What follows belongs to an exercise in optimizing a design on an open flow for small area, a short achievable clock period and few clock cycles per item; a production flow would make more cautious choices. In this exercise RTL edits were held to simulation tests only and were not proved equivalent to the original.

Design top_sha, start of the top module:
module top_sha(input clk,rst,byte_rdy,byte_stop,input [7:0] data_in,
					output overflow_err,output [255:0] Hash_Digest, output hashing_done
    );
	localparam [31:0] IV0 = 32'h6a09e667, IV1 = 32'hbb67ae85,
	                  IV2 = 32'h3c6ef372, IV3 = 32'ha54ff53a,
	                  IV4 = 32'h510e527f, IV5 = 32'h9b05688c,
	                  IV6 = 32'h1f83d9ab, IV7 = 32'h5be0cd19;
	function [31:0] csa_s;
		input [31:0] x, y, z;
		csa_s = x ^ y ^ z;
	endfunction
	function [31:0] csa_c;
		input [31:0] x, y, z;
		csa_c = {((x & y) | (z & (x | y))), 1'b0} ;
	endfunction
	reg [5:0] len;           
	reg       stp;           
	reg [6:0] lcnt;          
	reg [6:0] kidx;          
	reg       kst;           
	reg       ev;            
	reg       av;            
	reg       elast;         
	reg       efin;          
	reg       afin;          
	reg [1:0] ac;            
	reg       done_r;
	reg       ovf_r;
	reg [31:0] w1,w2,w3,w4,w5,w6,w7,w8,w9,w10,w11,w12,w13,w14,w15;
	reg [31:0] X;            
	reg [31:0] KW;           
  ...
Size in the first run: ~270 I/O pins.
Settings: LEC_CHECK=0, ABC_AREA=1, CAP_MARGIN=20, CORE_MARGIN=2, CORE_UTILIZATION=40, SETUP_SLACK_MARGIN=4.3, SLEW_MARGIN=20, TNS_END_PERCENT=5; clock period 8.0 ns.
standard.sh (not shown) runs the stock make flow with config.mk's settings and CLKGATE_MAP_FILE= SYNTH_SCRIPT=/design/flow/synth_recipe.tcl, a recipe that flattens the netlist after the stock synthesis.
==> flow/flow/run.sh <==
#!/bin/bash
# Standard layout, with the smallest buffer on the ports.
set -euo pipefail
export BUFFER_PORTS_ARGS="-buffer_cell sky130_fd_sc_hd__buf_1"
bash standard.sh > standard_make.log 2>&1
The baseline finished clean.
Testbench counts at the start, summed over its fixed seeds: cycles 35,171, items 384.
Edit:
- SETUP_SLACK_MARGIN: 4.3 -> 3.6
- TNS_END_PERCENT: 5 -> unset
What happened: Design area shrinks by 3.1%; synthesized cell count stays the same; synthesized area is unchanged; clock-buffer cell count is unchanged; cell count fell by 1.1%; first-iteration DRC count increases by 1.3%; via count fell by 1.4%.
Edit:
- SETUP_SLACK_MARGIN: 3.6 -> 4.3
The new run finished with timing, DRC and antenna clean. First-iteration DRC count is lower by about 4%. Routed wire length is higher by about 2.1%. Critical path depth is lower by 1. Non-clock buffer count is higher by 109. Cell count is higher by about 1.5%. Worst hold slack barely changes. Utilization is higher by 2.0 points. Synthesized area does not change.
Edit:
- SETUP_SLACK_MARGIN: 4.3 -> 4.5
After rerunning: First-iteration DRC count is higher by roughly a tenth. Worst setup slack got worse by 0.052 ns. Routed wire length stays flat. Die area is unchanged. Sequential cell count is unchanged. Via count climbs slightly. Global-route usage is about the same. Critical path depth came out higher by 1. Final cell count came out higher slightly. Non-clock buffer count increases by 108.
Edit:
- SETUP_SLACK_MARGIN: 4.5 -> 4.2
Critical path depth falls by 1.
Sequential share of layout area goes up by 2.8 points.
Cell count fell by 2.0%.

========
top_sha, a different RTL version from the one above (not shown whole).
Size: about 4800 cells after synthesis, roughly 270 I/O pins.
clock: 8.0 ns
lec_check: 0
cap_margin: 20
core_margin: 2
core_utilization: 40
setup_slack_margin: 4.0
slew_margin: 20
run.sh (not shown) runs the stock make flow with config.mk's settings and CLKGATE_MAP_FILE= SYNTH_SCRIPT=/design/flow/synth_recipe.tcl, a recipe that flattens the netlist after the stock synthesis.
Stock flow here: none of the scripts above is used.
The starting point passed the timing, design-rule and antenna checks.
Testbench counts at the start, summed over its fixed seeds: cycles 34,019, items 384.
Change:
- SETUP_SLACK_MARGIN: 4.0 -> 4.6
Outcome: Die area stays the same. First-iteration DRC count is higher by about 8%. Non-clock buffer count is higher by 90. Fmax goes down by about 0.5%.

========
## main
The RTL this note starts from:
==> flow/design.v <==
`timescale 1ns / 1ps
module top_sha(input clk,rst,byte_rdy,byte_stop,input [7:0] data_in,
					output overflow_err,output [255:0] Hash_Digest, output hashing_done
    );
	localparam [31:0] IV0 = 32'h6a09e667, IV1 = 32'hbb67ae85,
	                  IV2 = 32'h3c6ef372, IV3 = 32'ha54ff53a,
	                  IV4 = 32'h510e527f, IV5 = 32'h9b05688c,
	                  IV6 = 32'h1f83d9ab, IV7 = 32'h5be0cd19;
	function [31:0] csa_s;
		input [31:0] x, y, z;
		csa_s = x ^ y ^ z;
	endfunction
	function [31:0] csa_c;
		input [31:0] x, y, z;
		csa_c = {((x & y) | (z & (x | y))), 1'b0} ;
	endfunction
	reg [5:0] len;           
	reg       stp;           
	reg [6:0] lcnt;          
	reg [6:0] kidx;          
	reg       kst;           
	reg       ev;            
	reg       av;            
	reg       elast;         
	reg       efin;          
	reg       edone;         
	reg       alast;         
	reg       done_r;
	reg       ovf_r;
	reg [31:0] w1,w2,w3,w4,w5,w6,w7,w8,w9,w10,w11,w12,w13,w14,w15;
	reg [31:0] X;            
	reg [31:0] KW;           
	reg [31:0] T1;           
	reg [31:0] a,b,c,d,e,f,g,h;
	wire [5:0] len_nx = len + 6'd1;
	wire ld_msg = byte_rdy & (len[1:0] == 2'd3);
	wire ld_pad = (stp | byte_stop) & (lcnt < 7'd67);
	wire ld     = ld_msg | ld_pad;
	wire sh     = (byte_rdy & (len[1:0] == 2'd0) & (len != 6'd0)) |
	              (ld_pad & ~((lcnt == {3'd0, len[5:2]}) & (len[1:0] != 2'd0)));
	reg [31:0] padw;
	always @(*) begin
		case (len[1:0])
			2'd0: padw = 32'h80000000;
			2'd1: padw = {w15[7:0], 24'h800000};
			2'd2: padw = {w15[15:0], 16'h8000};
			default: padw = {w15[23:0], 8'h80};
		endcase
	end
	wire [31:0] s0w = {w2[6:0],w2[31:7]} ^ {w2[17:0],w2[31:18]} ^ (w2 >> 3);
	wire [31:0] s1w = {w15[16:0],w15[31:17]} ^ {w15[18:0],w15[31:19]} ^ (w15 >> 10);
	wire [31:0] xs1 = csa_s(w10, w1, s0w);
	wire [31:0] xc1 = csa_c(w10, w1, s0w);
	wire [31:0] wexp = csa_s(xs1, xc1, s1w) + csa_c(xs1, xc1, s1w);
	reg [31:0] wnew;
	always @(*) begin
		if (byte_rdy)
			wnew = {w15[23:0], data_in};
		else if (lcnt[6])
			wnew = 32'd0;
		else if (lcnt[5:4] != 2'd0)
			wnew = X;
		else if (lcnt[3:0] == len[5:2])
			wnew = padw;
		else if (lcnt[3:0] == 4'd15)
			wnew = {23'd0, len, 3'd0};
		else
			wnew = 32'd0;
	end
	reg [31:0] K;
	always @(*) begin
		case (kidx)
			7'd0: K = 32'h428a2f98; 7'd1: K = 32'h71374491; 7'd2: K = 32'hb5c0fbcf; 7'd3: K = 32'he9b5dba5;
			7'd4: K = 32'h3956c25b; 7'd5: K = 32'h59f111f1; 7'd6: K = 32'h923f82a4; 7'd7: K = 32'hab1c5ed5;
			7'd8: K = 32'hd807aa98; 7'd9: K = 32'h12835b01; 7'd10: K = 32'h243185be; 7'd11: K = 32'h550c7dc3;
			7'd12: K = 32'h72be5d74; 7'd13: K = 32'h80deb1fe; 7'd14: K = 32'h9bdc06a7; 7'd15: K = 32'hc19bf174;
			7'd16: K = 32'he49b69c1; 7'd17: K = 32'hefbe4786; 7'd18: K = 32'h0fc19dc6; 7'd19: K = 32'h240ca1cc;
			7'd20: K = 32'h2de92c6f; 7'd21: K = 32'h4a7484aa; 7'd22: K = 32'h5cb0a9dc; 7'd23: K = 32'h76f988da;
			7'd24: K = 32'h983e5152; 7'd25: K = 32'ha831c66d; 7'd26: K = 32'hb00327c8; 7'd27: K = 32'hbf597fc7;
			7'd28: K = 32'hc6e00bf3; 7'd29: K = 32'hd5a79147; 7'd30: K = 32'h06ca6351; 7'd31: K = 32'h14292967;
			7'd32: K = 32'h27b70a85; 7'd33: K = 32'h2e1b2138; 7'd34: K = 32'h4d2c6dfc; 7'd35: K = 32'h53380d13;
			7'd36: K = 32'h650a7354; 7'd37: K = 32'h766a0abb; 7'd38: K = 32'h81c2c92e; 7'd39: K = 32'h92722c85;
			7'd40: K = 32'ha2bfe8a1; 7'd41: K = 32'ha81a664b; 7'd42: K = 32'hc24b8b70; 7'd43: K = 32'hc76c51a3;
			7'd44: K = 32'hd192e819; 7'd45: K = 32'hd6990624; 7'd46: K = 32'hf40e3585; 7'd47: K = 32'h106aa070;
			7'd48: K = 32'h19a4c116; 7'd49: K = 32'h1e376c08; 7'd50: K = 32'h2748774c; 7'd51: K = 32'h34b0bcb5;
			7'd52: K = 32'h391c0cb3; 7'd53: K = 32'h4ed8aa4a; 7'd54: K = 32'h5b9cca4f; 7'd55: K = 32'h682e6ff3;
			7'd56: K = 32'h748f82ee; 7'd57: K = 32'h78a5636f; 7'd58: K = 32'h84c87814; 7'd59: K = 32'h8cc70208;
			7'd60: K = 32'h90befffa; 7'd61: K = 32'ha4506ceb; 7'd62: K = 32'hbef9a3f7; 7'd63: K = 32'h177fcb71;
			7'd64: K = IV7; 7'd65: K = IV6; 7'd66: K = IV5; default: K = 32'd0;
		endcase
	end
	wire [31:0] hsel = ev ? g : h;
	wire [31:0] ks1 = csa_s(K, w15, hsel);
	wire [31:0] kc1 = csa_c(K, w15, hsel);
	wire [31:0] kw_nx = ks1 + kc1;
	wire [31:0] S0 = {a[1:0],a[31:2]} ^ {a[12:0],a[31:13]} ^ {a[21:0],a[31:22]};
	wire [31:0] S1 = {e[5:0],e[31:6]} ^ {e[10:0],e[31:11]} ^ {e[24:0],e[31:25]};
	wire [31:0] MJ = (a & b) | (c & (a | b));
	wire [31:0] CH = (e & f) | (~e & g);
	wire [31:0] dsel = av ? c : d;
	wire [31:0] us = csa_s(KW, CH, S1);
	wire [31:0] uc = csa_c(KW, CH, S1);
	wire [31:0] e_nx  = csa_s(us, uc, dsel) + csa_c(us, uc, dsel);
	wire [31:0] t1k = elast ? 32'h18fb93e8 : 32'd0;
	wire [31:0] t1_nx = csa_s(us, uc, t1k) + csa_c(us, uc, t1k);
	wire [31:0] a_nx  = csa_s(S0, MJ, T1) + csa_c(S0, MJ, T1);
	always @(posedge clk) begin
		if (!rst) begin
			len <= 6'd0;
			stp <= 1'b0;
			lcnt <= 7'd0;
			kidx <= 7'd0;
			efin <= 1'b0;
			edone <= 1'b0;
			kst <= 1'b0;
			ev <= 1'b0;
			av <= 1'b0;
			elast <= 1'b0;
			alast <= 1'b0;
			done_r <= 1'b0;
			ovf_r <= 1'b0;
		end else begin
			if (byte_rdy) begin
				len <= len_nx;
			end
			if (byte_stop) stp <= 1'b1;
			ovf_r <= ((byte_rdy ? len_nx : len) == 6'd55) & ~byte_stop;
			if (ld) lcnt <= lcnt + 7'd1;
			kst <= ld;
			ev <= kst;
			av <= ev & ~efin;
			if (kst) begin
				kidx <= kidx + 7'd1;
				elast <= (kidx == 7'd63);
				efin <= kidx[6];
				edone <= (kidx == 7'd66);
			end
			if (ev) alast <= elast;
			if (ev & edone) done_r <= 1'b1;
		end
	end
	always @(posedge clk) begin
		KW <= kw_nx;
		T1 <= t1_nx;
		X <= wexp;
	end
	always @(posedge clk) begin
		if (sh) begin
			w1 <= w2; w2 <= w3; w3 <= w4; w4 <= w5; w5 <= w6; w6 <= w7; w7 <= w8;
			w8 <= w9; w9 <= w10; w10 <= w11; w11 <= w12; w12 <= w13; w13 <= w14; w14 <= w15;
		end
		if (byte_rdy | ld_pad)
			w15 <= wnew;
	end
	always @(posedge clk) begin
		if (!rst) begin
			a <= IV0; b <= IV1; c <= IV2; d <= IV3;
			e <= IV4; f <= IV5; g <= IV6; h <= IV7;
		end else begin
			if (av) begin
				a <= a_nx;
				if (alast) begin
					b <= a + IV1; c <= b + IV2; d <= c + IV3;
				end else begin
					b <= a; c <= b; d <= c;
				end
			end
			if (ev) begin
				e <= efin ? KW : e_nx;
				f <= e; g <= f; h <= g;
			end
		end
	end
	assign Hash_Digest = {a, b, c, d, h, e, f, g};
	assign hashing_done = done_r;
	assign overflow_err = ovf_r;
endmodule
Settings: LEC_CHECK=0, ABC_AREA=1, CAP_MARGIN=20, CORE_MARGIN=2, CORE_UTILIZATION=40, SETUP_SLACK_MARGIN=4.3, SLEW_MARGIN=20; clock period 8.0 ns.
standard.sh (not shown) runs the stock make flow with config.mk's settings and CLKGATE_MAP_FILE= SYNTH_SCRIPT=/design/flow/synth_recipe.tcl, a recipe that flattens the netlist after the stock synthesis.
Scripts as last shown in full above: flow/flow/run.sh
Testbench counts of main, summed over its fixed seeds: cycles 34,787, items 384.
diff inputs: main => the feature branch
Settings: changing CORE_UTILIZATION from 40 to 55; changing SETUP_SLACK_MARGIN from 4.3 to 4.4.
--- outcome ---
End point of the critical path = X[27]: the feature branch; end point of the critical path = X[30]: main
Summary of the feature branch over main: clock-buffer cell count dropped 8, number of iterations in the first detailed-routing pass climbed 1, total track usage climbed 10 points.

## re-timing with driven ports
In the flow no input, the clock included, has a driving cell. The finished layouts below were timed again as built, in two steps. Step 1, drivers: a clkbuf_16 drives clk and a buf_2 each remaining input, both assumed. Step 2, shift: input delay + t, output delay - t, t = (earliest + latest rising clock arrival at the registers) / 2. This alone moves slack from input paths to output paths. a / b / c = no drivers / after step 1 / after step 2; a / b = the first two.
| run | t, ns | slack for setup (ns) | hold slack, ns |
|---|---|---|---|
| the first run of note 1 | 0.788 | 4.227 / 4.227 / 3.609 | 0.401 / 0.401 / 0.401 |
| the second run of note 1 | 0.784 | 3.690 / 3.690 / 3.234 | 0.400 / 0.400 / 0.400 |
| the third run of note 1 | 0.789 | 4.350 / 4.350 / 3.618 | 0.401 / 0.401 / 0.401 |
| the fourth run of note 1 | 0.786 | 4.299 / 4.299 / 3.920 | 0.381 / 0.381 / 0.381 |
| the fifth run of note 1 | 0.785 | 4.236 / 4.236 / 3.553 | 0.402 / 0.402 / 0.402 |
| the first run of note 2 | 0.762 | 3.071 / 2.998 / 3.254 | 0.396 / 0.396 / 0.396 |
| the second run of note 2 | 0.764 | 3.046 / 2.972 / 3.195 | 0.408 / 0.408 / 0.408 |
| main | 0.804 | 4.272 / 4.272 / 3.658 | 0.379 / 0.379 / 0.379 |
| the feature branch | 0.776 | 4.093 / 4.093 / 3.642 | 0.373 / 0.373 / 0.373 |
After both steps every run listed still meets setup and hold. The setup slack of the third run of note 1, which loses most, moves by 0.000 ns with the drivers and by -0.732 ns with both steps.
